Context: an optimization exercise on an open-source flow, tuned for small area, a short achievable clock period and few clock cycles per item. The choices shown serve that exercise and are no tape-out recipe.
Function was checked by simulation only, so behaviour that the tests miss may differ from the original.

==> flow/config.mk <==
export PLATFORM = sky130hd
export DESIGN_NAME = top_sha
export DESIGN_NICKNAME = top_sha
export VERILOG_FILES = /design/flow/design.v
export SDC_FILE = /design/flow/constraint.sdc
export NUM_CORES = 4
export LEC_CHECK = 0
export ABC_AREA = 1
export CAP_MARGIN = 20
export CORE_MARGIN = 2
export CORE_UTILIZATION = 40
export SETUP_SLACK_MARGIN = 4.3
export SLEW_MARGIN = 20
==> flow/constraint.sdc <==
create_clock -name core_clock -period 8.0 [get_ports {clk}]
set_input_delay 1.6000 -clock core_clock [delete_from_list [all_inputs] [get_ports {clk}]]
set_output_delay 1.6000 -clock core_clock [all_outputs]
set_load 0.01 [all_outputs]
==> flow/design.v <==
`timescale 1ns / 1ps
module top_sha(input clk,rst,byte_rdy,byte_stop,input [7:0] data_in,
					output overflow_err,output [255:0] Hash_Digest, output hashing_done
    );
	localparam [31:0] IV0 = 32'h6a09e667, IV1 = 32'hbb67ae85,
	                  IV2 = 32'h3c6ef372, IV3 = 32'ha54ff53a,
	                  IV4 = 32'h510e527f, IV5 = 32'h9b05688c,
	                  IV6 = 32'h1f83d9ab, IV7 = 32'h5be0cd19;
	function [31:0] csa_s;
		input [31:0] x, y, z;
		csa_s = x ^ y ^ z;
	endfunction
	function [31:0] csa_c;
		input [31:0] x, y, z;
		csa_c = {((x & y) | (z & (x | y))), 1'b0} ;
	endfunction
	reg [5:0] len;           
	reg       stp;           
	reg [6:0] lcnt;          
	reg [6:0] kidx;          
	reg       kst;           
	reg       ev;            
	reg       av;            
	reg       elast;         
	reg       efin;          
	reg       edone;         
	reg       alast;         
	reg       done_r;
	reg       ovf_r;
	reg [31:0] w1,w2,w3,w4,w5,w6,w7,w8,w9,w10,w11,w12,w13,w14,w15;
	reg [31:0] X;            
	reg [31:0] KW;           
	reg [31:0] T1;           
	reg [31:0] a,b,c,d,e,f,g,h;
	wire [5:0] len_nx = len + 6'd1;
	wire ld_msg = byte_rdy & (len[1:0] == 2'd3);
	wire ld_pad = (stp | byte_stop) & (lcnt < 7'd67);
	wire ld     = ld_msg | ld_pad;
	wire sh     = (byte_rdy & (len[1:0] == 2'd0) & (len != 6'd0)) |
	              (ld_pad & ~((lcnt == {3'd0, len[5:2]}) & (len[1:0] != 2'd0)));
	reg [31:0] padw;
	always @(*) begin
		case (len[1:0])
			2'd0: padw = 32'h80000000;
			2'd1: padw = {w15[7:0], 24'h800000};
			2'd2: padw = {w15[15:0], 16'h8000};
			default: padw = {w15[23:0], 8'h80};
		endcase
	end
	wire [31:0] s0w = {w2[6:0],w2[31:7]} ^ {w2[17:0],w2[31:18]} ^ (w2 >> 3);
	wire [31:0] s1w = {w15[16:0],w15[31:17]} ^ {w15[18:0],w15[31:19]} ^ (w15 >> 10);
	wire [31:0] xs1 = csa_s(w10, w1, s0w);
	wire [31:0] xc1 = csa_c(w10, w1, s0w);
	wire [31:0] wexp = csa_s(xs1, xc1, s1w) + csa_c(xs1, xc1, s1w);
	reg [31:0] wnew;
	always @(*) begin
		if (byte_rdy)
			wnew = {w15[23:0], data_in};
		else if (lcnt[6])
			wnew = 32'd0;
		else if (lcnt[5:4] != 2'd0)
			wnew = X;
		else if (lcnt[3:0] == len[5:2])
			wnew = padw;
		else if (lcnt[3:0] == 4'd15)
			wnew = {23'd0, len, 3'd0};
		else
			wnew = 32'd0;
	end
	reg [31:0] K;
	always @(*) begin
		case (kidx)
			7'd0: K = 32'h428a2f98; 7'd1: K = 32'h71374491; 7'd2: K = 32'hb5c0fbcf; 7'd3: K = 32'he9b5dba5;
			7'd4: K = 32'h3956c25b; 7'd5: K = 32'h59f111f1; 7'd6: K = 32'h923f82a4; 7'd7: K = 32'hab1c5ed5;
			7'd8: K = 32'hd807aa98; 7'd9: K = 32'h12835b01; 7'd10: K = 32'h243185be; 7'd11: K = 32'h550c7dc3;
			7'd12: K = 32'h72be5d74; 7'd13: K = 32'h80deb1fe; 7'd14: K = 32'h9bdc06a7; 7'd15: K = 32'hc19bf174;
			7'd16: K = 32'he49b69c1; 7'd17: K = 32'hefbe4786; 7'd18: K = 32'h0fc19dc6; 7'd19: K = 32'h240ca1cc;
			7'd20: K = 32'h2de92c6f; 7'd21: K = 32'h4a7484aa; 7'd22: K = 32'h5cb0a9dc; 7'd23: K = 32'h76f988da;
			7'd24: K = 32'h983e5152; 7'd25: K = 32'ha831c66d; 7'd26: K = 32'hb00327c8; 7'd27: K = 32'hbf597fc7;
			7'd28: K = 32'hc6e00bf3; 7'd29: K = 32'hd5a79147; 7'd30: K = 32'h06ca6351; 7'd31: K = 32'h14292967;
			7'd32: K = 32'h27b70a85; 7'd33: K = 32'h2e1b2138; 7'd34: K = 32'h4d2c6dfc; 7'd35: K = 32'h53380d13;
			7'd36: K = 32'h650a7354; 7'd37: K = 32'h766a0abb; 7'd38: K = 32'h81c2c92e; 7'd39: K = 32'h92722c85;
			7'd40: K = 32'ha2bfe8a1; 7'd41: K = 32'ha81a664b; 7'd42: K = 32'hc24b8b70; 7'd43: K = 32'hc76c51a3;
			7'd44: K = 32'hd192e819; 7'd45: K = 32'hd6990624; 7'd46: K = 32'hf40e3585; 7'd47: K = 32'h106aa070;
			7'd48: K = 32'h19a4c116; 7'd49: K = 32'h1e376c08; 7'd50: K = 32'h2748774c; 7'd51: K = 32'h34b0bcb5;
			7'd52: K = 32'h391c0cb3; 7'd53: K = 32'h4ed8aa4a; 7'd54: K = 32'h5b9cca4f; 7'd55: K = 32'h682e6ff3;
			7'd56: K = 32'h748f82ee; 7'd57: K = 32'h78a5636f; 7'd58: K = 32'h84c87814; 7'd59: K = 32'h8cc70208;
			7'd60: K = 32'h90befffa; 7'd61: K = 32'ha4506ceb; 7'd62: K = 32'hbef9a3f7; 7'd63: K = 32'h177fcb71;
			7'd64: K = IV7; 7'd65: K = IV6; 7'd66: K = IV5; default: K = 32'd0;
		endcase
	end
	wire [31:0] hsel = ev ? g : h;
	wire [31:0] ks1 = csa_s(K, w15, hsel);
	wire [31:0] kc1 = csa_c(K, w15, hsel);
	wire [31:0] kw_nx = ks1 + kc1;
	wire [31:0] S0 = {a[1:0],a[31:2]} ^ {a[12:0],a[31:13]} ^ {a[21:0],a[31:22]};
	wire [31:0] S1 = {e[5:0],e[31:6]} ^ {e[10:0],e[31:11]} ^ {e[24:0],e[31:25]};
	wire [31:0] MJ = (a & b) | (c & (a | b));
	wire [31:0] CH = (e & f) | (~e & g);
	wire [31:0] dsel = av ? c : d;
	wire [31:0] us = csa_s(KW, CH, S1);
	wire [31:0] uc = csa_c(KW, CH, S1);
	wire [31:0] e_nx  = csa_s(us, uc, dsel) + csa_c(us, uc, dsel);
	wire [31:0] t1k = elast ? 32'h18fb93e8 : 32'd0;
	wire [31:0] t1_nx = csa_s(us, uc, t1k) + csa_c(us, uc, t1k);
	wire [31:0] a_nx  = csa_s(S0, MJ, T1) + csa_c(S0, MJ, T1);
	always @(posedge clk) begin
		if (!rst) begin
			len <= 6'd0;
			stp <= 1'b0;
			lcnt <= 7'd0;
			kidx <= 7'd0;
			efin <= 1'b0;
			edone <= 1'b0;
			kst <= 1'b0;
			ev <= 1'b0;
			av <= 1'b0;
			elast <= 1'b0;
			alast <= 1'b0;
			done_r <= 1'b0;
			ovf_r <= 1'b0;
		end else begin
			if (byte_rdy) begin
				len <= len_nx;
			end
			if (byte_stop) stp <= 1'b1;
			ovf_r <= ((byte_rdy ? len_nx : len) == 6'd55) & ~byte_stop;
			if (ld) lcnt <= lcnt + 7'd1;
			kst <= ld;
			ev <= kst;
			av <= ev & ~efin;
			if (kst) begin
				kidx <= kidx + 7'd1;
				elast <= (kidx == 7'd63);
				efin <= kidx[6];
				edone <= (kidx == 7'd66);
			end
			if (ev) alast <= elast;
			if (ev & edone) done_r <= 1'b1;
		end
	end
	always @(posedge clk) begin
		KW <= kw_nx;
		T1 <= t1_nx;
		X <= wexp;
	end
	always @(posedge clk) begin
		if (sh) begin
			w1 <= w2; w2 <= w3; w3 <= w4; w4 <= w5; w5 <= w6; w6 <= w7; w7 <= w8;
			w8 <= w9; w9 <= w10; w10 <= w11; w11 <= w12; w12 <= w13; w13 <= w14; w14 <= w15;
		end
		if (byte_rdy | ld_pad)
			w15 <= wnew;
	end
	always @(posedge clk) begin
		if (!rst) begin
			a <= IV0; b <= IV1; c <= IV2; d <= IV3;
			e <= IV4; f <= IV5; g <= IV6; h <= IV7;
		end else begin
			if (av) begin
				a <= a_nx;
				if (alast) begin
					b <= a + IV1; c <= b + IV2; d <= c + IV3;
				end else begin
					b <= a; c <= b; d <= c;
				end
			end
			if (ev) begin
				e <= efin ? KW : e_nx;
				f <= e; g <= f; h <= g;
			end
		end
	end
	assign Hash_Digest = {a, b, c, d, h, e, f, g};
	assign hashing_done = done_r;
	assign overflow_err = ovf_r;
endmodule
==> flow/run.sh <==
#!/bin/bash
# synth_recipe.tcl (not shown) runs the flow's synth.tcl, then flattens the netlist and writes it again
# the make line also repeats each setting of config.mk as NAME=value (left out here)
make -C /OpenROAD-flow-scripts/flow DESIGN_CONFIG=/design/flow/config.mk WORK_HOME=/design/flow/orfs CLKGATE_MAP_FILE= SYNTH_SCRIPT=/design/flow/synth_recipe.tcl finish
==> metrics.yaml, run 1 <==
tightest_slew_ns: 1.13
postSynthAreaPerCell_um2: 8.59
hold_viol_final: 0
min_period_over_period: 0.464
rows: 132
ios: 270
antenna-diode-count: 0
met3_usage: 0.0543
first_iter_violations: 5236
end_kind: "primary output"
cp.arrival_ns: 2.11
core-area_mm2: 0.129
ys.warnings.count: 1
routedWlPerCell_um: 25.0
num_vias: 44500
place.gp.congestion: 0.988
place_area_mm2: 0.0561
cts_made_buffers: 98
grt_pass1_wl_um: 289000
top_usage_layer: "met1"
grt_overflow: 0
ys.flop_type: "edfxtp_1"
numClockSinks: 894
max_stage_delay_ns: 0.71
dp_hpwl_um: 153000
die-width_um: 364
fill_cells: 12300
finalCriticalPeriod_ns: 3.71
fmax_ghz: 0.270
synth_top_area_cell: "edfxtp_1"
synth_seq_cells: 894
wl_um: 203000
synth-edff-count: 480
cp_cell_sequence: "clkdlybuf4s50_1"
drc: 0
rsz0062_at_grt: "true"
yosys-top-cells-area: "edfxtp_1 28%, dfxtp_1 16%, nand2_1 9.1%, fa_1 8.0%, inv_1 5.4%"
die_h_um: 364
syn_nets: 6441
cts.path.max_buffers: 3
routed_via_density: 5.48
ys_seq_area_frac: 0.438
hold_ws_ns: 0.396
drv_cap: 0
setup_viol: 0
grt_usage: 0.300
slew_violations: 0
clkLatencyLatePin_ns: 0.74
cp.required_ns: 6.40
synth_top_area_share: 0.278
antenna_left: 0
syn2layout_area_growth_pct: 19.5
path_delay_family: "flip-flops"
ctsRootBufferMaster: "clkbuf_16"
slew_headroom: 0.246
grt_pass1_vias: 41500
nets: 6708
critPathMaxFanout: 5
grt_util_met2: 0.435
start_kind: "flop"
worst_slack_ns: 4.29
dp_slack_ns: 3.15
final_common_cell: "nand2_1"
netlist_area_mm2: 0.0518
synthArstFlopShare: 0
mostFrequentLayoutCells: "1,227 x nand2_1, 735 x inv_1, 480 x edfxtp_1"
hold_path_class: "flop to flop"
use_met1: 0.448
cp_num_buf_inv: 1
cp_slowest_cell: "dfxtp_1"
finalClockSkew_ns: 0.0542
status: "complete, no violations"
first_pass_iters: 8
netlist_instances: 6032
final_cell_area_mm2: 0.0619
cts_max_level: 3
path_class: "flop to primary output"
grt_max_degree: 208
antenna_found_initial: 3
start_util: 0.402
drive_gt1_frac: 0.103
clk_transition_reported_paths_ns: 0.06
port_buffers: 269
die_area_mm2: 0.132
synthDistinctLibCells: 58
cts_tree: "yes"
-- Yosys cell counts, types with 9 or more instances --
cell      count
clkbuf_1    178
fa_1        206
nor3_1       61
buf_2        28
xor2_1      201
a31oi_1      10
edfxtp_1    480
nand3b_1      9
inv_1       752
o211ai_1     51
nand4_1      54
a21oi_1     421
a21o_1       21
o21ai_0     425
nand3_1     404
o22ai_1      21
buf_1        16
dfxtp_1     414
o21bai_1     21
ha_1        191
nand2_1    1261
xnor2_1     185
nor2_1      477
o221ai_1     14
o21a_1       19
-- per-layer routing --
metal  vias to the layer above  part of all wire
met1                     21600              0.46
li1                      20400                 -
met2                      2141              0.42
met4                         2             0.038
met5                         -          0.000069
met3                       393             0.085
-- path summary, 6_finish.rpt --
| path | slack (ns) | start | end | cells past startpoint |
|---|---|---|---|---|
| setup reg to reg | 4.30 | w2[19]$_DFFE_PP_ | X[26]$_DFF_P_ | 16 |
| hold / removal | 0.40 | w13[17]$_DFFE_PP_ | w12[17]$_DFFE_PP_ | 0 |
| setup / recovery | 4.29 | c[8]$_SDFFE_PN1P_ | Hash_Digest[168] | 1 |
| hold reg to reg | 0.40 | w13[17]$_DFFE_PP_ | w12[17]$_DFFE_PP_ | 0 |
-- through the flow --
step | util | setup TNS, ns | cells
after floorplan | - | -453.67 | 6032
after global placement | 0.435 | 0 | 7850
after detailed placement | 0.435 | 0 | 7850
after CTS | 0.468 | 0 | 8073
after global routing | 0.480 | 0 | 8124
final | 0.480 | 0 | 8124
-- cell families after synthesis --
| logic type | share of synthesized area |
|---|---|
| flip-flops | 0.438 |
| AO/OA/AOI/OAI | 0.114 |
| adder cells (fa/ha/maj) | 0.127 |
| XOR/XNOR | 0.0656 |
| buffers and inverters | 0.0732 |
| AND/OR/NAND/NOR | 0.183 |
-- layout make-up --
cell class              count  area, um^2  area share
flip-flops and latches    894       22900       0.370
multi-input cells        4147       26700       0.431
well taps                1742        2180      0.0352
clock inverters            66         820      0.0132
inverters                 761        2900      0.0469
clock buffers             117        2540      0.0411
repair buffers            397        3860      0.0625
-- timing repair --
action                     4_1_cts  5_1_grt
setup endpoints to repair      502      308
cloned                           1        1
hold buffers                     0        0
pin swaps                       11       55
buffers inserted                39       49
resized for setup              189      305
Testbench counts, summed over its fixed seeds: cycles 34,787, items 384.
==> run 2, diff against run 1 <==
==> flow/flow/run.sh (new file) <==
#!/bin/bash
# Standard layout, with the smallest buffer on the ports.
set -euo pipefail
export BUFFER_PORTS_ARGS="-buffer_cell sky130_fd_sc_hd__buf_1"
bash standard.sh > standard_make.log 2>&1
==> flow/standard.sh (new file) <==
#!/bin/bash
# synth_recipe.tcl (not shown) runs the flow's synth.tcl, then flattens the netlist and writes it again
# the make line also repeats each setting of config.mk as NAME=value (left out here)
make -C /OpenROAD-flow-scripts/flow DESIGN_CONFIG=/design/flow/config.mk WORK_HOME=/design/flow/orfs CLKGATE_MAP_FILE= SYNTH_SCRIPT=/design/flow/synth_recipe.tcl "${@:-finish}"
--- a/flow/config.mk
+++ b/flow/config.mk
@@ -10,4 +10,4 @@
 export CORE_MARGIN = 2
 export CORE_UTILIZATION = 40
-export SETUP_SLACK_MARGIN = 4.3
+export SETUP_SLACK_MARGIN = 4.6
 export SLEW_MARGIN = 20
removed: flow/run.sh
==> run 2 against run 1 <==
Synthesized cell count unchanged. Worst setup slack got worse by 0.039 ns. Design area increased by 3.0%. Area after synthesis unchanged. Sequential share of layout area decreased by 0.95 points. Die area unchanged. First-iteration DRC count decreased by 3.3%. Sequential cell count unchanged. Critical endpoint is now X[21]$_DFF_P_. Highest routed layer unchanged.
==> metrics.yaml, run 2 <==
postSynthAreaPerCell_um2: 8.59  # unchanged
cp-startpoint: "w2[8]$_DFFE_PP_"
rsz0062_at_grt: "true"
setup_viol: 0  # unchanged
grt_overflow: 0  # unchanged
hold_viol_final: 0  # unchanged
yosys-top-cells-area: "edfxtp_1 28%, dfxtp_1 16%, nand2_1 9.1%, fa_1 8.0%, inv_1 5.4%"
grt_pass1_wl_um: 278000  # -4.1%
synth_seq_cells: 894  # unchanged
synthTopCellsByCount: "1,261 x nand2_1, 752 x inv_1, 480 x edfxtp_1"
fmax_ghz: 0.267  # -1.0%
grt_usage: 0.284  # -0.0163
critPathMaxFanout: 4  # -1
synth-edff-count: 480  # unchanged
cts_made_buffers: 98  # unchanged
netlist_area_mm2: 0.0518  # unchanged
grt_pass1_vias: 41700  # +0.52%
clkLatencyLatePin_ns: 0.73  # about the same
antenna_left: 0  # unchanged
cts_tree: "yes"
antenna_found_initial: 3  # unchanged
cts.path.max_buffers: 3  # unchanged
synthArstFlopShare: 0  # unchanged
port_buffers: 269  # unchanged
utilization: 0.494  # +0.0142
synthDistinctLibCells: 58  # unchanged
cts_max_level: 3  # unchanged
cp.required_ns: 8.65  # +2.25 ns
cts_hold_buf: 0  # unchanged
finalClockSkew_ns: 0.0287  # -0.0256 ns
routed_via_density: 5.51  # +0.56%
rr_startpoint: "w2[8]$_DFFE_PP_"
ys_seq_area_frac: 0.438  # unchanged
routedWlPerCell_um: 23.8  # -5.1%
first_pass_iters: 6  # -2
r2r_end: "X[21]$_DFF_P_"
start_kind: "flop"
die_h_um: 364  # unchanged
hold_path_class: "flop to flop"
antenna-diode-count: 0  # unchanged
ys.flop_type: "edfxtp_1"
slew_headroom: 0.318  # +0.0728
netlist_instances: 6032  # unchanged
core-area_mm2: 0.129  # unchanged
fill_cells: 12100  # -1.7%
finalCriticalPeriod_ns: 3.75  # +0.0390 ns
synth_most_common_cell: "nand2_1"
hold-path-cell-count: 0  # unchanged
clk_transition_reported_paths_ns: 0.07  # about the same
final_cell_area_mm2: 0.0637  # +3.0%
final_common_cell: "nand2_1"
place_area_mm2: 0.0544  # -3.0%
nets: 6847  # +2.1%
mostFrequentLayoutCells: "1,145 x nand2_1, 705 x inv_1, 480 x edfxtp_1"
syn2layout_area_growth_pct: 23.0
tightest_slew_ns: 1.02  # -0.111 ns
hold_ws_ns: 0.410  # +0.0144 ns
num_vias: 45500  # +2.2%
wl_um: 196000  # -3.5%
drv_cap: 0  # unchanged
grt_max_degree: 151  # -27%
min_period_over_period: 0.469  # +0.00487
dp_hpwl_um: 143000  # -6.6%
endpoint: "X[21]$_DFF_P_"
ctsRootBufferMaster: "clkbuf_16"
worstRegToRegCells: 16  # unchanged
synth_top_area_cell: "edfxtp_1"
path_class: "flop to flop"
start_util: 0.402  # unchanged
ys.warnings.count: 1  # unchanged
die-width_um: 364  # unchanged
drc: 0  # unchanged
numClockSinks: 894  # unchanged
place.gp.congestion: 1.01  # +2.6%
die_area_mm2: 0.132  # unchanged
slew_violations: 0  # unchanged
first_iter_violations: 5062  # -3.3%
cp.arrival_ns: 4.40  # +2.29 ns
synth_top_area_share: 0.278  # unchanged
tns_ns: 0  # unchanged
rrSetupSlack_ns: 4.25  # -0.05 ns
end_kind: "flop"
syn_nets: 6441  # unchanged
status: "complete, no violations"
drive_gt1_frac: 0.176  # +0.0727
ios: 270  # unchanged
rows: 132  # unchanged
run 2: cell types whose count changed in the layout (fill, tap and decap cells not counted), sizes merged:
cell and delta:
bufinv -8, clkbuf +20, clkinvlp +4, clkdlybuf4s50 -267
inv -11, clkinv -1, buf +399
run 2: logic make-up after synthesis:
group,after synthesis,synth area share
and+or+nand+nor,2296,0.183
AOI/OAI and AO/OA,1063,0.114
buffers and inverters,991,0.0732
DFF,894,0.438
adders and majority gates,401,0.127
xor gates and xnor gates,387,0.0656
run 2: routing by layer:
layer / track usage / vias up / share of wire
li1: - / 20700 / -
met1: 0.408 / 22000 / 0.43
met4: 0.118 / 2 / 0.050
met5: 0 / - / 0.000056
met2: 0.420 / 2408 / 0.42
met3: 0.0507 / 478 / 0.097
run 2: stage by stage:
step	setup slack (ns)	cells
after detailed placement	3.14	7847
after CTS	4.30	8148
after global routing	4.09	8260
after global placement	3.11	7847
after floorplan	-1.01	6032
final	4.25	8260
run 2: worst min-delay path by stage:
| stage | slack [ns] | from | end |
|---|---|---|---|
| floorplan | 0.40 | w11[0]$_DFFE_PP_ | w10[0]$_DFFE_PP_ |
| global placement | 0.40 | w9[2]$_DFFE_PP_ | w8[2]$_DFFE_PP_ |
| detailed placement | 0.40 | w11[16]$_DFFE_PP_ | w10[16]$_DFFE_PP_ |
| CTS | 0.41 | w12[24]$_DFFE_PP_ | w11[24]$_DFFE_PP_ |
| global route | 0.41 | w14[8]$_DFFE_PP_ | w13[8]$_DFFE_PP_ |
| finish | 0.41 | w13[21]$_DFFE_PP_ | w12[21]$_DFFE_PP_ |
run 2: final cells by class:
| cell class | count | area [um^2] | area share |
|---|---|---|---|
| Sequential cell | 894 | 23000 | 0.360 |
| Clock inverter | 47 | 504 | 0.00791 |
| Multi-Input combinational cell | 4147 | 29000 | 0.455 |
| Timing Repair Buffer | 533 | 3390 | 0.0533 |
| Tap cell | 1742 | 2180 | 0.0342 |
| Clock buffer | 133 | 2700 | 0.0423 |
| Inverter | 761 | 2980 | 0.0468 |
| Timing Repair inverter | 3 | 27.5 | 0.000432 |
run 2: what timing repair did:
action | 4_1_cts | 5_1_grt
pin swaps | 120 | 222
setup endpoints to repair | 585 | 428
gates cloned | 2 | 5
gates resized for setup | 561 | 518
buffers inserted | 119 | 107
run 2: worst max-delay path: stages, from the launching register on:
cell and delay (ns):
edfxtp_1 0.46, buf_6 0.17, xnor2_4 0.23, xnor2_4 0.17, fa_1 0.47, fa_1 0.50
ha_2 0.20, inv_2 0.04, fa_2 0.42, o21ai_4 0.20, a21oi_4 0.11, o21ai_4 0.20
nand2_1 0.09, nand2_2 0.10, nand2_2 0.06, nand2_2 0.08, xor2_2 0.17
==> run 3, diff against run 2 <==
--- a/flow/config.mk
+++ b/flow/config.mk
@@ -10,4 +10,4 @@
 export CORE_MARGIN = 2
 export CORE_UTILIZATION = 40
-export SETUP_SLACK_MARGIN = 4.6
+export SETUP_SLACK_MARGIN = 4.3
 export SLEW_MARGIN = 20
==> run 3 against run 2 <==
Still clean. Sequential cell count unchanged. Global-route usage increased by 0.79 points. Fmax is 0.56% higher. Utilization decreased by 2.0 points. Die area unchanged. Sequential share of layout area grew 1.5 points. Critical endpoint is now X[30]$_DFF_P_. Highest routed layer unchanged.
==> metrics.yaml, run 3 <==
cts.path.max_buffers: 3  # unchanged
regArea_mm2: 0.0229  # -0.27%
ys_seq_area_frac: 0.438  # unchanged
rows: 132  # unchanged
drive_gt1_frac: 0.117  # -0.0588
ys.flop_type: "edfxtp_1"
die-width_um: 364  # unchanged
grt_pass1_vias: 41400  # -0.78%
drc: 0  # unchanged
cp_cell_sequence: "buf_4 > xnor2_2 > xnor2_2 > fa_1 > inv_2 > fa_1 > inv_1 > ha_1 > nand3_1 > nand2_2 > a21oi_4 > inv_1 > a21o_1 > nand3_1 > nand2_1 > xor2_1"
clkLatencyLatePin_ns: 0.76  # +0.03 ns
hold_ws_ns: 0.379  # -0.0308 ns
yosys-top-cells-area: "edfxtp_1 28%, dfxtp_1 16%, nand2_1 9.1%, fa_1 8.0%, inv_1 5.4%"
antenna_left: 0  # unchanged
wl_um: 199000  # +1.5%
final_common_cell: "nand2_1"
antenna_found_initial: 3  # unchanged
min_period_over_period: 0.466  # -0.00263
synth_top_area_cell: "edfxtp_1"
drv_cap: 0  # unchanged
rrSetupSlack_ns: 4.27  # +0.02 ns
cp_slowest_cell: "fa_1"
ctsRootBufferMaster: "clkbuf_16"
grt_pass1_wl_um: 284000  # +2.3%
mostFrequentLayoutCells: "1,212 x nand2_1, 734 x inv_1, 480 x edfxtp_1"
cp.arrival_ns: 4.35  # -0.05 ns
path_class: "flop to flop"
synthTopCellsByCount: "1,261 x nand2_1, 752 x inv_1, 480 x edfxtp_1"
fmax_ghz: 0.268  # +0.56%
syn_nets: 6441  # unchanged
netlist_area_mm2: 0.0518  # unchanged
port_buffers: 269  # unchanged
finalCriticalPeriod_ns: 3.73  # -0.0210 ns
max_stage_delay_ns: 0.62  # +0.12 ns
rsz0062_at_grt: "true"
routed_via_density: 5.49  # -0.49%
grt_max_degree: 204  # +35%
die_area_mm2: 0.132  # unchanged
start_kind: "flop"
syn2layout_area_growth_pct: 17.9
slew_violations: 0  # unchanged
fill_cells: 12500  # +3.4%
tightest_slew_ns: 0.979  # -0.0416 ns
finalClockSkew_ns: 0.0567  # +0.0280 ns
netlist_instances: 6032  # unchanged
ys.warnings.count: 1  # unchanged
cts_tree: "yes"
nets: 6733  # -1.7%
cts_max_level: 3  # unchanged
slew_headroom: 0.347  # +0.0287
place.gp.congestion: 1.01  # -0.46%
multi_input_area_mm2: 0.0271  # -6.4%
num_vias: 44700  # -1.8%
numClockSinks: 894  # unchanged
die_h_um: 364  # unchanged
status: "complete, no violations"
clk_transition_reported_paths_ns: 0.06  # about the same
end_kind: "flop"
synthArstFlopShare: 0  # unchanged
hold_path_class: "flop to flop"
synthDistinctLibCells: 58  # unchanged
setup_viol: 0  # unchanged
cts_hold_buf: 0  # unchanged
grt_overflow: 0  # unchanged
critPathMaxFanout: 4  # unchanged
synth_seq_cells: 894  # unchanged
ios: 270  # unchanged
first_iter_violations: 5270  # +4.1%
cp.required_ns: 8.62  # -0.03 ns
synth_most_common_cell: "nand2_1"
synth_top_area_share: 0.278  # unchanged
postSynthAreaPerCell_um2: 8.59  # unchanged
grt_usage: 0.292  # +0.00793
first_pass_iters: 9  # +3
synth-edff-count: 480  # unchanged
hold_viol_final: 0  # unchanged
routedWlPerCell_um: 24.4  # +2.8%
dp_hpwl_um: 150000  # +4.6%
start_util: 0.402  # unchanged
core-area_mm2: 0.129  # unchanged
cts_made_buffers: 99  # +1.0%
run 3: cell counts after synthesis:
Identical to the previous run, type by type.
run 3: routing by layer:
layer / vias to the layer above / wire [um] / global-route usage
li1: 20500 / - / -
met1: 21700 / 89700 / 0.431
met2: 2188 / 85400 / 0.429
met3: 352 / 17000 / 0.0520
met4: 2 / 7120 / 0.0938
met5: - / 13 / 0
run 3: cell type report:
cell class,count,share of cell area
multi-input combinational,4147,0.444
sequential,894,0.375
inverter,761,0.0478
clock buffer,121,0.0434
timing repair buffer,420,0.0398
tap,1742,0.0357
clock inverter,63,0.0143
timing repair inverter,1,0.0000819
antenna,1,0.0000410
run 3: kinds of logic (layout without fill, tap and decap cells):
kind of cell | after synthesis | count (layout) | share of synthesized area
AND/OR/NAND/NOR | 2296 | 2296 | 0.183
AO/OA/AOI/OAI | 1063 | 1063 | 0.114
buffers and inverters | 991 | 1366 | 0.0732
flip-flops | 894 | 894 | 0.438
adder cells (fa/ha/maj) | 401 | 401 | 0.127
XOR/XNOR | 387 | 387 | 0.0656
other | 0 | 1 | 0
run 3: critical path, delay by kind of cell (launching register included):
kind	cells	cell delay, ns
AOI/OAI and AO/OA	2	0.49
adders and majority gates	3	1.47
buffers and inverters	4	0.40
and+or+nand+nor	4	0.32
xor gates and xnor gates	3	0.53
DFF	1	0.36
run 3: metrics by stage:
| stage | setup WS, ns | instances | TNS [ns] | utilization | cell area [um^2] |
|---|---|---|---|---|---|
| finish | 4.27 | 8150 | 0 | 0.473 | 61100 |
| global route | 4.16 | 8149 | 0 | 0.473 | 61100 |
| CTS | 4.17 | 8075 | 0 | 0.456 | 58900 |
| detailed placement | 3.10 | 7849 | 0 | 0.422 | 54400 |
| global placement | 3.08 | 7849 | 0 | 0.422 | 54400 |
| floorplan | -1.01 | 6032 | -453.67 | - | 51800 |
run 3: worst paths after layout:
| kind | end | from | cells past startpoint |
|---|---|---|---|
| hold reg to reg | w8[6]$_DFFE_PP_ | w9[6]$_DFFE_PP_ | 0 |
| setup / recovery | X[30]$_DFF_P_ | w2[20]$_DFFE_PP_ | 16 |
| hold / removal | w8[6]$_DFFE_PP_ | w9[6]$_DFFE_PP_ | 0 |
| setup reg to reg | X[30]$_DFF_P_ | w2[20]$_DFFE_PP_ | 16 |
run 3: what timing repair did:
action	4_1_cts	5_1_grt
resized for setup	216	372
setup endpoints to repair	113	222
hold endpoints to repair	0	0
cloned	0	4
pin swaps	22	91
setup buffers	42	69
==> run 4, diff against run 3 <==
--- a/flow/config.mk
+++ b/flow/config.mk
@@ -9,5 +9,5 @@
 export CAP_MARGIN = 20
 export CORE_MARGIN = 2
-export CORE_UTILIZATION = 40
-export SETUP_SLACK_MARGIN = 4.3
+export CORE_UTILIZATION = 55
+export SETUP_SLACK_MARGIN = 4.4
 export SLEW_MARGIN = 20
==> run 4 against run 3 <==
Design area fell by 0.36%. Sequential cell count did not move. Still clean. Hold slack got worse by 0.0066 ns. Clock skew up 0.016 ns. Fmax shrank 4.6%. Area after synthesis unchanged. Via count up 4.7%. Critical endpoint is now X[27]$_DFF_P_.
==> metrics.yaml, run 4 <==
hold_viol_final: 0  # unchanged
clkLatencyLatePin_ns: 0.74  # -0.02 ns
grt_pass1_wl_um: 284000  # +0.18%
rsz0062_at_grt: "true"
grt_pass1_vias: 43000  # +4.0%
postSynthAreaPerCell_um2: 8.59  # unchanged
cp_num_buf_inv: 1  # -3
start_kind: "flop"
finalCriticalPeriod_ns: 3.91  # +0.179 ns
top_layer: "met5"
num_vias: 46800  # +4.7%
mostFrequentLayoutCells: "1,206 x nand2_1, 724 x inv_1, 480 x edfxtp_1"
synthDistinctLibCells: 58  # unchanged
setup_viol: 0  # unchanged
cp-startpoint: "w2[13]$_DFFE_PP_"
routed-wl-met3_um: 24800  # +45%
ctsRootBufferMaster: "clkbuf_16"
r2r_end: "X[27]$_DFF_P_"
grt_overflow: 0  # unchanged
cp.arrival_ns: 4.46  # +0.11 ns
grt_max_degree: 104  # -49%
drc: 0  # unchanged
ys_seq_area_frac: 0.438  # unchanged
cts_max_level: 3  # unchanged
die_area_mm2: 0.0966  # -27%
place.gp.congestion: 1.06  # +4.5%
yosys-top-cells-area: "edfxtp_1 28%, dfxtp_1 16%, nand2_1 9.1%, fa_1 8.0%, inv_1 5.4%"
netlist_instances: 6032  # unchanged
cp.required_ns: 8.56  # -0.06 ns
fmax_ghz: 0.256  # -4.6%
wl_um: 201000  # +1.1%
port_buffers: 269  # unchanged
ys.flop_type: "edfxtp_1"
grt_usage: 0.395  # +0.103
die_h_um: 311  # -15%
slew_headroom: 0.303  # -0.0440
worst_slack_ns: 4.09  # -0.179 ns
antenna_found_initial: 1  # -2
max_stage_delay_ns: 0.54  # -0.08 ns
antenna_left: 0  # unchanged
synth_most_common_cell: "nand2_1"
drv_cap: 0  # unchanged
crit_cells: 15  # -1
syn2layout_area_growth_pct: 17.5
rr_startpoint: "w2[13]$_DFFE_PP_"
end_kind: "flop"
syn_nets: 6441  # unchanged
drive_gt1_frac: 0.124  # +0.00691
cp_slowest_cell: "edfxtp_1"
fill_cells: 7629  # -39%
start_util: 0.555  # +0.153
path_class: "flop to flop"
endpoint: "X[27]$_DFF_P_"
critPathMaxFanout: 5  # +1
rows: 112  # -15%
synthArstFlopShare: 0  # unchanged
final_common_cell: "nand2_1"
first_pass_iters: 10  # +1
dp_cells: 7348  # -6.4%
cts_made_buffers: 94  # -5.1%
ios: 270  # unchanged
dp_hpwl_um: 139000  # -7.2%
clk_transition_reported_paths_ns: 0.07  # about the same
slew_violations: 0  # unchanged
min_period_over_period: 0.488  # +0.0224
netlist_area_mm2: 0.0518  # unchanged
routed_via_density: 6.11  # +11%
status: "complete, no violations"
cts_tree: "yes"
synth_top_area_cell: "edfxtp_1"
first_iter_violations: 6919  # +31%
core-area_mm2: 0.0933  # -28%
nets: 6742  # +0.13%
tightest_slew_ns: 1.05  # +0.0660 ns
synthTopCellsByCount: "1,261 x nand2_1, 752 x inv_1, 480 x edfxtp_1"
routedWlPerCell_um: 26.3  # +7.5%
rrSetupSlack_ns: 4.09  # -0.18 ns
finalClockSkew_ns: 0.0726  # +0.0159 ns
stdcell_count: 7668  # -5.9%
ys.warnings.count: 1  # unchanged
synth-edff-count: 480  # unchanged
hold_path_class: "flop to flop"
worstRegToRegCells: 15  # -1
met1Wirelength_um: 79100  # -12%
synth_seq_cells: 894  # unchanged
path_delay_family: "adder cells"
numClockSinks: 894  # unchanged
synth_top_area_share: 0.278  # unchanged
die-width_um: 311  # -15%
dp_slack_ns: 2.70  # -0.406 ns
cts.path.max_buffers: 3  # unchanged
cp_cell_sequence: "xnor2_2 > xor2_2 > fa_1 > fa_1 > inv_1 > ha_1 > nand2_1 > nor2_2 > nor2_2 > o21bai_1 > a21oi_1 > nand2_2 > nand2_2 > nand2_4 > xor2_4"
route.met2.wl_um: 86200  # +1.0%
## run 4: cell counts after synthesis
Identical to the previous run, type by type.
## run 4: cells by family (layout without fill, tap and decap cells)
group,count (synthesis),count (layout),synth area share
AND/OR/NAND/NOR,2296,2296,0.183
AO/OA/AOI/OAI,1063,1063,0.114
buffers and inverters,991,1372,0.0732
flip-flops,894,894,0.438
adder cells (fa/ha/maj),401,401,0.127
XOR/XNOR,387,387,0.0656
other,0,1,0
## run 4: per-layer routing
metal	global-route usage	vias to the layer above
met5	0	-
met4	0.173	2
met3	0.0896	662
met2	0.578	3343
met1	0.562	22300
li1	-	20500
## run 4: area by class of cell
class	count	area [um^2]	area share
clock inverters	63	857	0.0141
multi-input cells	4147	27500	0.453
repair inverters	2	12.5	0.000206
inverters	761	2920	0.0480
flip-flops and latches	894	22900	0.376
well taps	1254	1570	0.0258
clock buffers	113	2460	0.0405
diodes	1	2.50	0.0000411
repair buffers	433	2570	0.0422
## run 4: through the flow
step	setup TNS (ns)	hold slack [ns]	util	instance area [um^2]
2_1_floorplan	-453.67	0.400	-	51800
3_3_place_gp	0	0.400	0.575	53700
3_5_place_dp	0	0.405	0.575	53700
4_1_cts	0	0.371	0.635	59200
5_1_grt	0	0.392	0.652	60900
6_report	0	0.373	0.652	60900
## run 4: timing repair
action                     CTS  global route
pin swaps                   84           113
setup endpoints to repair  554           307
hold buffers                 0             0
buffers inserted            80            56
gates resized for setup    380           309
gates cloned                 5             2
## run 4: how the worst min path moves through the flow
stage,startpoint,slack (ns),to,cells past startpoint
after floorplan,w11[0]$_DFFE_PP_,0.40,w10[0]$_DFFE_PP_,0
after global placement,w3[13]$_DFFE_PP_,0.40,w2[13]$_DFFE_PP_,0
after detailed placement,w11[12]$_DFFE_PP_,0.40,w10[12]$_DFFE_PP_,0
after CTS,w14[20]$_DFFE_PP_,0.37,w13[20]$_DFFE_PP_,0
after global routing,w14[20]$_DFFE_PP_,0.39,w13[20]$_DFFE_PP_,0
final,w14[20]$_DFFE_PP_,0.37,w13[20]$_DFFE_PP_,0
==> run 5, diff against run 4 <==
--- a/flow/design.v
+++ b/flow/design.v
@@ -24,6 +24,6 @@
 	reg       elast;         
 	reg       efin;          
-	reg       edone;         
-	reg       alast;         
+	reg       afin;          
+	reg [1:0] ac;            
 	reg       done_r;
 	reg       ovf_r;
@@ -104,5 +104,9 @@
 	wire [31:0] t1k = elast ? 32'h18fb93e8 : 32'd0;
 	wire [31:0] t1_nx = csa_s(us, uc, t1k) + csa_c(us, uc, t1k);
-	wire [31:0] a_nx  = csa_s(S0, MJ, T1) + csa_c(S0, MJ, T1);
+	wire [31:0] ak  = (ac == 2'd0) ? IV3 : (ac == 2'd1) ? IV2 : IV1;
+	wire [31:0] ax0 = afin ? 32'd0 : S0;
+	wire [31:0] ax1 = afin ? ak : MJ;
+	wire [31:0] ax2 = afin ? d : T1;
+	wire [31:0] a_nx  = csa_s(ax0, ax1, ax2) + csa_c(ax0, ax1, ax2);
 	always @(posedge clk) begin
 		if (!rst) begin
@@ -112,10 +116,10 @@
 			kidx <= 7'd0;
 			efin <= 1'b0;
-			edone <= 1'b0;
 			kst <= 1'b0;
 			ev <= 1'b0;
 			av <= 1'b0;
 			elast <= 1'b0;
-			alast <= 1'b0;
+			afin <= 1'b0;
+			ac <= 2'd0;
 			done_r <= 1'b0;
 			ovf_r <= 1'b0;
@@ -129,13 +133,13 @@
 			kst <= ld;
 			ev <= kst;
-			av <= ev & ~efin;
+			av <= ev;
 			if (kst) begin
 				kidx <= kidx + 7'd1;
 				elast <= (kidx == 7'd63);
 				efin <= kidx[6];
-				edone <= (kidx == 7'd66);
 			end
-			if (ev) alast <= elast;
-			if (ev & edone) done_r <= 1'b1;
+			if (ev) afin <= efin;
+			if (av & afin) ac <= ac + 2'd1;
+			if (av & afin & (ac == 2'd2)) done_r <= 1'b1;
 		end
 	end
@@ -159,10 +163,5 @@
 		end else begin
 			if (av) begin
-				a <= a_nx;
-				if (alast) begin
-					b <= a + IV1; c <= b + IV2; d <= c + IV3;
-				end else begin
-					b <= a; c <= b; d <= c;
-				end
+				a <= a_nx; b <= a; c <= b; d <= c;
 			end
 			if (ev) begin
@@ -172,5 +171,5 @@
 		end
 	end
-	assign Hash_Digest = {a, b, c, d, h, e, f, g};
+	assign Hash_Digest = {d, a, b, c, h, e, f, g};
 	assign hashing_done = done_r;
 	assign overflow_err = ovf_r;
--- a/flow/config.mk
+++ b/flow/config.mk
@@ -9,5 +9,5 @@
 export CAP_MARGIN = 20
 export CORE_MARGIN = 2
-export CORE_UTILIZATION = 55
-export SETUP_SLACK_MARGIN = 4.4
+export CORE_UTILIZATION = 40
+export SETUP_SLACK_MARGIN = 4.3
 export SLEW_MARGIN = 20
==> run 5 against run 4 <==
Still clean on timing, DRC and antenna. Sequential share of layout area rose by 2.1 points. Cell count fell by 2.8%. Clock skew fell by 0.020 ns. Area after synthesis fell by 5.2%. Worst setup slack improved by 0.26 ns. Via count fell by 14%. Fmax rose by 7.0%. First-iteration DRC count fell by 34%. Design area fell by 5.4%. Sequential cell count rose by 1. Die area rose by 30%. Critical endpoint is now X[25]$_DFF_P_. Largest cell class unchanged. Highest routed layer is now met4.
==> metrics.yaml, run 5 <==
netlist_area_mm2: 0.0491  # -5.2%
path_class: "flop to flop"
drc: 0  # unchanged
syn_nets: 5837  # -9.4%
dp_slack_ns: 3.06  # +0.364 ns
slew_headroom: 0.300  # -0.00317
top_usage_layer: "met1"
start_util: 0.403  # -0.152
clkLatencyLatePin_ns: 0.75  # about the same
synthDistinctLibCells: 54  # -6.9%
drv_cap: 0  # unchanged
worst_slack_ns: 4.35  # +0.257 ns
die_area_mm2: 0.126  # +30%
rrSetupSlack_ns: 4.35  # +0.26 ns
finalCriticalPeriod_ns: 3.65  # -0.257 ns
finalClockSkew_ns: 0.0530  # -0.0196 ns
first_pass_iters: 7  # -3
syn2layout_area_growth_pct: 17.2
use_met1: 0.416  # -0.145
netlist_instances: 5428  # -10%
grt_util_met2: 0.409  # -0.169
hold_viol_final: 0  # unchanged
start_kind: "flop"
antenna_left: 0  # unchanged
core-area_mm2: 0.122  # +31%
ios: 270  # unchanged
grt_usage: 0.279  # -0.116
status: "complete, no violations"
drive_gt1_frac: 0.115  # -0.00905
num_vias: 40500  # -14%
routedWlPerCell_um: 24.4  # -7.0%
tightest_slew_ns: 1.04  # -0.00623 ns
synth-edff-count: 480  # unchanged
rr_startpoint: "w2[19]$_DFFE_PP_"
synth_seq_cells: 895  # +0.11%
min_period_over_period: 0.456  # -0.0321
critPathMaxFanout: 4  # -1
clk_transition_reported_paths_ns: 0.06  # about the same
hold_path_class: "flop to flop"
antenna_found_initial: 5  # +4
cts_max_level: 3  # unchanged
cts.path.max_buffers: 3  # unchanged
worstRegToRegCells: 15  # unchanged
cts_tree: "yes"
rows: 128  # +14%
tns_ns: 0  # unchanged
cts_made_buffers: 98  # +4.3%
grt_pass1_vias: 37100  # -14%
nets: 6151  # -8.8%
slew_violations: 0  # unchanged
ys_seq_area_frac: 0.463  # +0.0244
synth_top_area_cell: "edfxtp_1"
grt_overflow: 0  # unchanged
mostFrequentLayoutCells: "1,061 x nand2_1, 626 x inv_1, 480 x edfxtp_1"
dp_hpwl_um: 137000  # -1.3%
final_common_cell: "nand2_1"
setup_viol: 0  # unchanged
place.gp.congestion: 0.988  # -6.4%
grt_pass1_wl_um: 257000  # -9.7%
die_h_um: 354  # +14%
endpoint: "X[25]$_DFF_P_"
grt_max_degree: 178  # +71%
utilization: 0.472  # -0.180
fill_cells: 11700  # +54%
numClockSinks: 895  # +0.11%
ys.flop_type: "edfxtp_1"
cp-startpoint: "w2[19]$_DFFE_PP_"
rsz0062_at_grt: "true"
fmax_ghz: 0.274  # +7.0%
first_iter_violations: 4536  # -34%
synthArstFlopShare: 0  # unchanged
dp_cells: 7155  # -2.6%
postSynthAreaPerCell_um2: 9.05  # +5.4%
ys.warnings.count: 1  # unchanged
wl_um: 182000  # -9.6%
cts_hold_buf: 0  # unchanged
cp.arrival_ns: 4.27  # -0.19 ns
synthTopCellsByCount: "1,099 x nand2_1, 645 x inv_1, 480 x edfxtp_1"
cp.required_ns: 8.62  # +0.06 ns
ctsRootBufferMaster: "clkbuf_16"
routed_via_density: 5.43  # -11%
met3_usage: 0.0510  # -0.0386
yosys-top-cells-area: "edfxtp_1 29%, dfxtp_1 17%, nand2_1 8.4%, fa_1 8.4%, inv_1 4.9%"
port_buffers: 269  # unchanged
end_kind: "flop"
synth_top_area_share: 0.294  # +0.0152
die-width_um: 354  # +14%
r2r_end: "X[25]$_DFF_P_"
stdcell_count: 7451  # -2.8%
synth_most_common_cell: "nand2_1"
[run 5: cell types whose count changed after synthesis, sizes merged, moves of 24 or more]
cell,previous run,this run
mux2i,0,25
nand3,407,358
a21oi,424,364
or2,9,44
xor2,202,151
nand4,54,30
nor2,480,373
inv,758,655
clkbuf,179,149
nand2,1263,1102
[run 5: critical path, stage by stage, from the launching register on]
cell and delay (ns):
edfxtp_1 0.43, buf_4 0.17, xnor2_2 0.13, xnor2_1 0.22, fa_1 0.51, fa_1 0.53, ha_2 0.19, inv_1 0.05
fa_2 0.37, o21ai_4 0.20, a21oi_4 0.11, o21ai_4 0.16, buf_4 0.14, nand3_1 0.07, nand3_2 0.11, xor2_2 0.16
[run 5: logic make-up after synthesis]
| group | count (synthesis) | synth area share |
|---|---|---|
| simple gates | 1966 | 0.167 |
| compound gates | 945 | 0.105 |
| flops | 895 | 0.463 |
| buf+inv | 861 | 0.0668 |
| fa+ha+maj | 405 | 0.134 |
| xor+xnor | 331 | 0.0592 |
| mux | 25 | 0.00510 |
[run 5: worst min-delay path by stage]
stage	startpoint	end	slack [ns]	cells after the start
after floorplan	w11[0]$_DFFE_PP_	w10[0]$_DFFE_PP_	0.40	0
after global placement	w4[24]$_DFFE_PP_	w3[24]$_DFFE_PP_	0.40	0
after detailed placement	w11[2]$_DFFE_PP_	w10[2]$_DFFE_PP_	0.40	0
after CTS	w7[24]$_DFFE_PP_	w6[24]$_DFFE_PP_	0.40	0
after global routing	w7[24]$_DFFE_PP_	w6[24]$_DFFE_PP_	0.40	0
final	w14[2]$_DFFE_PP_	w13[2]$_DFFE_PP_	0.40	0
[run 5: timing repair]
action / 4_1_cts / 5_1_grt
gates resized for setup: 181 / 263
setup buffers: 31 / 77
endpoints found under the setup margin: 143 / 214
pin swaps: 15 / 54
gates cloned: 0 / 4
[run 5: per-layer routing]
metal | vias to the layer above | wire (um)
met3 | 317 | 15900
met5 | - | 0
li1 | 18600 | -
met4 | 0 | 6190
met1 | 19700 | 82400
met2 | 1859 | 77600
[run 5: area by class of cell]
class / count / area [um^2] / share of cell area
Sequential cell: 895 / 22900 / 0.397
Timing Repair inverter: 1 / 5.00 / 0.0000869
Clock buffer: 126 / 2650 / 0.0460
Inverter: 658 / 2540 / 0.0441
Tap cell: 1625 / 2030 / 0.0353
Clock inverter: 55 / 687 / 0.0119
Antenna cell: 3 / 7.51 / 0.000130
Timing Repair Buffer: 416 / 2400 / 0.0417
Multi-Input combinational cell: 3672 / 24400 / 0.424
[run 5: through the flow]
| stage | cell area, um^2 | hold WS [ns] |
|---|---|---|
| detailed placement | 51700 | 0.405 |
| CTS | 55900 | 0.397 |
| global route | 57600 | 0.404 |
| floorplan | 49100 | 0.400 |
| global placement | 51700 | 0.400 |
| finish | 57600 | 0.401 |
Testbench counts of run 5, summed over its fixed seeds: cycles 35,171, items 384.
==> run 6, diff against run 5 <==
--- a/flow/config.mk
+++ b/flow/config.mk
@@ -10,4 +10,6 @@
 export CORE_MARGIN = 2
 export CORE_UTILIZATION = 40
+export CTS_BUF_LIST = sky130_fd_sc_hd__clkbuf_8
+export CTS_CLUSTER_SIZE = 30
 export SETUP_SLACK_MARGIN = 4.3
 export SLEW_MARGIN = 20
==> run 6 against run 5 <==
Register-to-register slack hardly changed. Utilization is 0.14 points lower. Die area stayed put. Critical path type unchanged. Global-route usage rose by 0.15 points. Wire length up 0.39%. Non-clock buffer count down 9. Design area down 0.30%.
==> metrics.yaml, run 6 <==
status: "complete, no violations"
synthTopCellsByCount: "1,099 x nand2_1, 645 x inv_1, 480 x edfxtp_1"
rows: 128  # unchanged
finalClockSkew_ns: 0.0711  # +0.0181 ns
min_period_over_period: 0.458  # +0.00168
die_h_um: 354  # unchanged
mostFrequentLayoutCells: "1,062 x nand2_1, 674 x inv_1, 480 x edfxtp_1"
die_area_mm2: 0.126  # unchanged
grt_usage: 0.280  # +0.00150
grt_max_degree: 178  # unchanged
clkLatencyLatePin_ns: 0.91  # +0.16 ns
ys_seq_area_frac: 0.463  # unchanged
synth-edff-count: 480  # unchanged
slew_violations: 0  # unchanged
routedWlPerCell_um: 24.2  # -0.79%
cp_slowest_cell: "fa_1"
synth_seq_cells: 895  # unchanged
dp_hpwl_um: 137000  # unchanged
setup_viol: 0  # unchanged
cp_cell_sequence: "xnor2_1 > xnor2_1 > fa_1 > inv_1 > fa_1 > inv_1 > ha_1 > nand2_2 > inv_1 > nand2_1 > nand2_1 > nand2_1 > nand2_1 > a21oi_1 > nand2_1 > nand2_1 > nand3_1 > nand2_1 > a21oi_1"
final_common_cell: "nand2_1"
worst_slack_ns: 4.34  # -0.0134 ns
crit_cells: 19  # +4
yosys-top-cells-area: "edfxtp_1 29%, dfxtp_1 17%, nand2_1 8.4%, fa_1 8.4%, inv_1 4.9%"
grt_pass1_wl_um: 258000  # +0.32%
ctsRootBufferMaster: "clkbuf_8"
port_buffers: 269  # unchanged
grt_overflow: 0  # unchanged
tightest_slew_ns: 1.05  # +0.0126 ns
numClockSinks: 895  # unchanged
synth_top_area_cell: "edfxtp_1"
nets: 6199  # +0.78%
antenna_found_initial: 5  # unchanged
hold_viol_final: 0  # unchanged
cts_made_buffers: 154  # +57%
drive_gt1_frac: 0.124  # +0.00877
dp_slack_ns: 3.06  # unchanged
worstRegToRegCells: 19  # +4
postSynthAreaPerCell_um2: 9.05  # unchanged
antenna_left: 0  # unchanged
cpMostUsedCell: "nand2_1"
syn_nets: 5837  # unchanged
cp.required_ns: 8.72  # +0.10 ns
cts_hold_buf: 0  # unchanged
first_pass_iters: 8  # +1
start_util: 0.403  # unchanged
grt_pass1_vias: 37500  # +1.1%
ys.flop_type: "edfxtp_1"
first_iter_violations: 4614  # +1.7%
drv_cap: 0  # unchanged
start_kind: "flop"
synthDistinctLibCells: 54  # unchanged
fmax_ghz: 0.273  # -0.37%
clk_transition_reported_paths_ns: 0.06  # about the same
cts_max_level: 4  # +1
ys.warnings.count: 1  # unchanged
finalCriticalPeriod_ns: 3.66  # +0.0134 ns
hold-path-cell-count: 0  # unchanged
synth_top_area_share: 0.294  # unchanged
hold_path_class: "flop to flop"
path_delay_family: "adder cells"
die-width_um: 354  # unchanged
synth_most_common_cell: "nand2_1"
drc: 0  # unchanged
slew_headroom: 0.299  # -0.00105
stdcell_count: 7540  # +1.2%
synthArstFlopShare: 0  # unchanged
wl_um: 183000  # +0.39%
cts_tree: "yes"
routed_via_density: 5.41  # -0.35%
netlist_instances: 5428  # unchanged
end_kind: "flop"
cp.arrival_ns: 4.39  # +0.12 ns
fill_cells: 11800  # +0.74%
critPathMaxFanout: 8  # +4
cp_num_buf_inv: 3  # unchanged
syn2layout_area_growth_pct: 16.9
place.gp.congestion: 0.988  # unchanged
netlist_area_mm2: 0.0491  # unchanged
ios: 270  # unchanged
max_stage_delay_ns: 0.61  # +0.08 ns
num_vias: 40800  # +0.84%
path_class: "flop to flop"
dp_cells: 7155  # unchanged
rsz0062_at_grt: "true"
core-area_mm2: 0.122  # unchanged
cts.path.max_buffers: 3  # unchanged
[run 6: logic make-up (layout without fill, tap and decap cells)]
family,count (synthesis),after routing,share of synthesized area
AND/OR/NAND/NOR,1966,1966,0.167
AO/OA/AOI/OAI,945,945,0.105
flip-flops,895,895,0.463
buffers and inverters,861,1344,0.0668
adder cells (fa/ha/maj),405,405,0.134
XOR/XNOR,331,331,0.0592
multiplexers,25,25,0.00510
other,0,4,0
[run 6: worst paths after layout]
kind | start | slack [ns] | to
max | e[22]$_SDFFE_PN0P_ | 4.34 | e[29]$_SDFFE_PN0P_
min | w8[24]$_DFFE_PP_ | 0.40 | w7[24]$_DFFE_PP_
max reg2reg | e[22]$_SDFFE_PN0P_ | 4.34 | e[29]$_SDFFE_PN0P_
min reg2reg | w8[24]$_DFFE_PP_ | 0.40 | w7[24]$_DFFE_PP_
[run 6: area by class of cell]
type,count,area [um^2],area share
multi-input cells,3672,24500,0.427
flip-flops and latches,895,22900,0.398
inverters,658,2530,0.0442
clock buffers,167,2300,0.0400
repair buffers,407,2270,0.0395
well taps,1625,2030,0.0354
clock inverters,110,876,0.0153
repair inverters,2,13.8,0.000240
diodes,4,10.0,0.000174
[run 6: repair_timing]
action | CTS | global route
gates resized for setup | 170 | 284
buffers inserted | 29 | 72
cloned | 0 | 3
pin swaps | 13 | 54
endpoints found under the setup margin | 121 | 165
[run 6: worst register-to-register path: cells and delay by family (launching register included)]
kind,cells,cell delay [ns]
fa+ha+maj,3,1.47
flops,1,0.45
simple gates,9,0.85
compound gates,2,0.27
xor+xnor,2,0.26
buf+inv,3,0.22
[run 6: metrics by stage]
step	utilization	hold slack [ns]	instance area [um^2]	setup TNS (ns)
2_1_floorplan	-	0.400	49100	-453.67
3_5_place_dp	0.424	0.405	51700	0
3_3_place_gp	0.424	0.400	51700	0
6_report	0.471	0.396	57400	0
4_1_cts	0.457	0.394	55600	0
5_1_grt	0.471	0.414	57400	0
[run 6: per-layer routing]
| layer | routed length (um) | vias to the layer above | share of wire | global-route usage |
|---|---|---|---|---|
| met5 | 0 | - | 0 | 0 |
| met4 | 6090 | 0 | 0.033 | 0.0864 |
| met1 | 82200 | 19800 | 0.45 | 0.417 |
| met2 | 78100 | 1937 | 0.43 | 0.409 |
| li1 | - | 18700 | - | - |
| met3 | 16400 | 365 | 0.090 | 0.0560 |
==> run 7, diff against run 6 <==
--- a/flow/config.mk
+++ b/flow/config.mk
@@ -10,6 +10,4 @@
 export CORE_MARGIN = 2
 export CORE_UTILIZATION = 40
-export CTS_BUF_LIST = sky130_fd_sc_hd__clkbuf_8
-export CTS_CLUSTER_SIZE = 30
-export SETUP_SLACK_MARGIN = 4.3
+export SETUP_SLACK_MARGIN = 4.5
 export SLEW_MARGIN = 20
==> run 7 against run 6 <==
Wire length decreased by 0.26%. First-iteration DRC count rose by 9.6%. Highest routed layer unchanged. Via count is 0.95% higher. Global-route usage fell by 0.21 points. Worst setup slack got worse by 0.038 ns. Utilization rose by 2.9 points. Cell count increased by 0.16%. Synthesized cell count unchanged. Clock skew decreased by 0.0010 ns.
==> metrics.yaml, run 7 <==
status: "complete, no violations"
die_area_mm2: 0.126  # unchanged
antenna_left: 0  # unchanged
synthArstFlopShare: 0  # unchanged
synth_seq_cells: 895  # unchanged
synth_most_common_cell: "nand2_1"
yosys-top-cells-area: "edfxtp_1 29%, dfxtp_1 17%, nand2_1 8.4%, fa_1 8.4%, inv_1 4.9%"
rows: 128  # unchanged
stdcell_count: 7552  # +0.16%
end_kind: "flop"
ys.flop_type: "edfxtp_1"
ys.warnings.count: 1  # unchanged
final_common_cell: "nand2_1"
netlist_instances: 5428  # unchanged
syn2layout_area_growth_pct: 24.1
routedWlPerCell_um: 24.1  # -0.42%
ys_seq_area_frac: 0.463  # unchanged
cts_made_buffers: 97  # -37%
clk_transition_reported_paths_ns: 0.06  # about the same
rsz0062_at_grt: "true"
drv_cap: 0  # unchanged
dp_cells: 7158  # +0.042%
setup_viol: 0  # unchanged
finalClockSkew_ns: 0.0700  # -0.00104 ns
start_util: 0.403  # unchanged
tns_ns: 0  # unchanged
place.gp.congestion: 0.985  # -0.26%
slew_violations: 0  # unchanged
finalCriticalPeriod_ns: 3.70  # +0.0384 ns
first_iter_violations: 5056  # +9.6%
grt_usage: 0.278  # -0.00211
grt_pass1_wl_um: 258000  # about the same
grt_max_degree: 140  # -21%
synthDistinctLibCells: 54  # unchanged
wl_um: 182000  # -0.26%
tightest_slew_ns: 1.07  # +0.0139 ns
final_cell_area_mm2: 0.0609  # +6.1%
synth_top_area_cell: "edfxtp_1"
ios: 270  # unchanged
syn_nets: 5837  # unchanged
antenna_found_initial: 1  # -4
first_pass_iters: 9  # +1
drc: 0  # unchanged
grt_overflow: 0  # unchanged
min_period_over_period: 0.463  # +0.00480
dp_hpwl_um: 135000  # -1.7%
slew_headroom: 0.282  # -0.0168
ctsRootBufferMaster: "clkbuf_16"
cp.arrival_ns: 4.35  # -0.04 ns
port_buffers: 269  # unchanged
antenna-diode-count: 0  # -4
routed_via_density: 5.45  # +0.79%
synth_top_area_share: 0.294  # unchanged
mostFrequentLayoutCells: "972 x nand2_1, 609 x inv_1, 480 x edfxtp_1"
nets: 6258  # +0.95%
cts_tree: "yes"
num_vias: 41200  # +0.95%
core-area_mm2: 0.122  # unchanged
drive_gt1_frac: 0.192  # +0.0682
clkLatencyLatePin_ns: 0.74  # -0.17 ns
cts_max_level: 3  # -1
numClockSinks: 895  # unchanged
netlist_area_mm2: 0.0491  # unchanged
start_kind: "flop"
hold_path_class: "flop to flop"
synth-edff-count: 480  # unchanged
cp.required_ns: 8.65  # -0.07 ns
synthTopCellsByCount: "1,099 x nand2_1, 645 x inv_1, 480 x edfxtp_1"
dp_slack_ns: 3.19  # +0.123 ns
worst_slack_ns: 4.30  # -0.0384 ns
cts.path.max_buffers: 3  # unchanged
fmax_ghz: 0.270  # -1.0%
path_class: "flop to flop"
die-width_um: 354  # unchanged
hold_viol_final: 0  # unchanged
die_h_um: 354  # unchanged
postSynthAreaPerCell_um2: 9.05  # unchanged
place_area_mm2: 0.0517  # about the same
critPathMaxFanout: 3  # -5
grt_pass1_vias: 38000  # +1.3%
==> run 7: cell types whose count changed in the layout (fill, tap and decap cells not counted), moves of 35 or more <==
cell	before	now
clkbuf_16	1	101
clkbuf_8	167	11
nor2_1	343	307
ha_4	17	69
nand2_2	35	95
buf_6	4	39
nand2_1	1062	972
inv_1	674	609
a21oi_1	327	289
ha_1	158	106
buf_4	120	189
==> run 7: final timing paths <==
check	from	end	slack [ns]	depth (start not counted)
hold reg to reg	w4[6]$_DFFE_PP_	w3[6]$_DFFE_PP_	0.38	0
hold / removal	w4[6]$_DFFE_PP_	w3[6]$_DFFE_PP_	0.38	0
setup reg to reg	w2[8]$_DFFE_PP_	X[21]$_DFF_P_	4.30	16
setup / recovery	w2[8]$_DFFE_PP_	X[21]$_DFF_P_	4.30	16
==> run 7: cells by family (layout without fill, tap and decap cells) <==
group | count (synthesis) | after routing | share of synthesized area
flip-flops | 895 | 895 | 0.463
AO/OA/AOI/OAI | 945 | 945 | 0.105
XOR/XNOR | 331 | 331 | 0.0592
buffers and inverters | 861 | 1360 | 0.0668
adder cells (fa/ha/maj) | 405 | 405 | 0.134
AND/OR/NAND/NOR | 1966 | 1966 | 0.167
multiplexers | 25 | 25 | 0.00510
==> run 7: through the flow <==
step | utilization | hold WS [ns]
floorplan | - | 0.400
global placement | 0.424 | 0.400
detailed placement | 0.424 | 0.405
CTS | 0.475 | 0.381
global route | 0.500 | 0.398
finish | 0.500 | 0.381
==> run 7: cell type report <==
class                   count  area (um^2)
well taps                1625         2030
inverters                 658         2530
clock buffers             132         2670
repair buffers            524         3430
flip-flops and latches    895        22900
clock inverters            45          513
multi-input cells        3672        26900
fillers                 11300        61000
repair inverters            1         5.00
==> run 7: critical path, stage by stage, from the launching register on <==
cell and delay, ns:
edfxtp_1 0.46, buf_6 0.16, xnor2_2 0.12, xnor2_1 0.19, fa_2 0.52, fa_1 0.53
ha_2 0.20, inv_2 0.04, fa_2 0.37, o21ai_4 0.18, a21oi_4 0.10, o21ai_2 0.19
nand2_1 0.08, nand2_2 0.13, nand2_2 0.07, nand2_2 0.10, xor2_2 0.18
==> run 7: timing repair <==
| action | in CTS | in global routing |
|---|---|---|
| cloned | 0 | 6 |
| pin swaps | 125 | 215 |
| buffers inserted | 126 | 85 |
| endpoints found under the hold margin | 0 | 0 |
| endpoints found under the setup margin | 429 | 544 |
| hold buffers | 0 | 0 |
| resized for setup | 505 | 512 |
==> run 7: routing by layer <==
layer	GRT usage	wire length, um	vias to the layer above	share of wire
met5	0	0	-	0
met4	0.104	7570	0	0.042
met3	0.0456	15400	382	0.085
met2	0.408	78000	1899	0.43
met1	0.412	81300	20100	0.45
li1	-	-	18800	-

re-timing with driven ports:
Ports are ideal in the flow. The routed layouts listed here were re-timed in OpenROAD. Step 1 (the two cells are an assumption about what drives the block):
set clk [get_ports {clk}]
set_driving_cell -lib_cell sky130_fd_sc_hd__clkbuf_16 $clk
set_driving_cell -lib_cell sky130_fd_sc_hd__buf_2 [delete_from_list [all_inputs] $clk]
Step 2 adds t to the input delays and takes it off the output delays; t is the mean of the earliest and latest rising clock arrival at the registers after step 1. Input paths then give back, and output paths get back, about the clock's delay inside the block. Three values: ideal, step 1, step 2; two values: the first two.
| run | t, ns | slack for setup (ns) | worst slew at a driven data input, ns |
|---|---|---|---|
| run 1 | 0.795 | 4.290 / 4.214 / 3.513 | 0.13 |
| run 2 | 0.788 | 4.251 / 4.251 / 3.864 | 0.05 |
| run 3 | 0.804 | 4.272 / 4.272 / 3.658 | 0.13 |
| run 4 | 0.776 | 4.093 / 4.093 / 3.642 | 0.14 |
| run 5 | 0.789 | 4.350 / 4.350 / 3.618 | 0.06 |
| run 6 | 0.936 | 4.337 / 4.337 / 3.474 | 0.06 |
| run 7 | 0.786 | 4.299 / 4.299 / 3.920 | 0.14 |
After both steps every run listed still meets setup and hold. For run 6, which loses most, drivers alone change the setup slack by 0.000 ns; drivers and shift together by -0.863 ns.
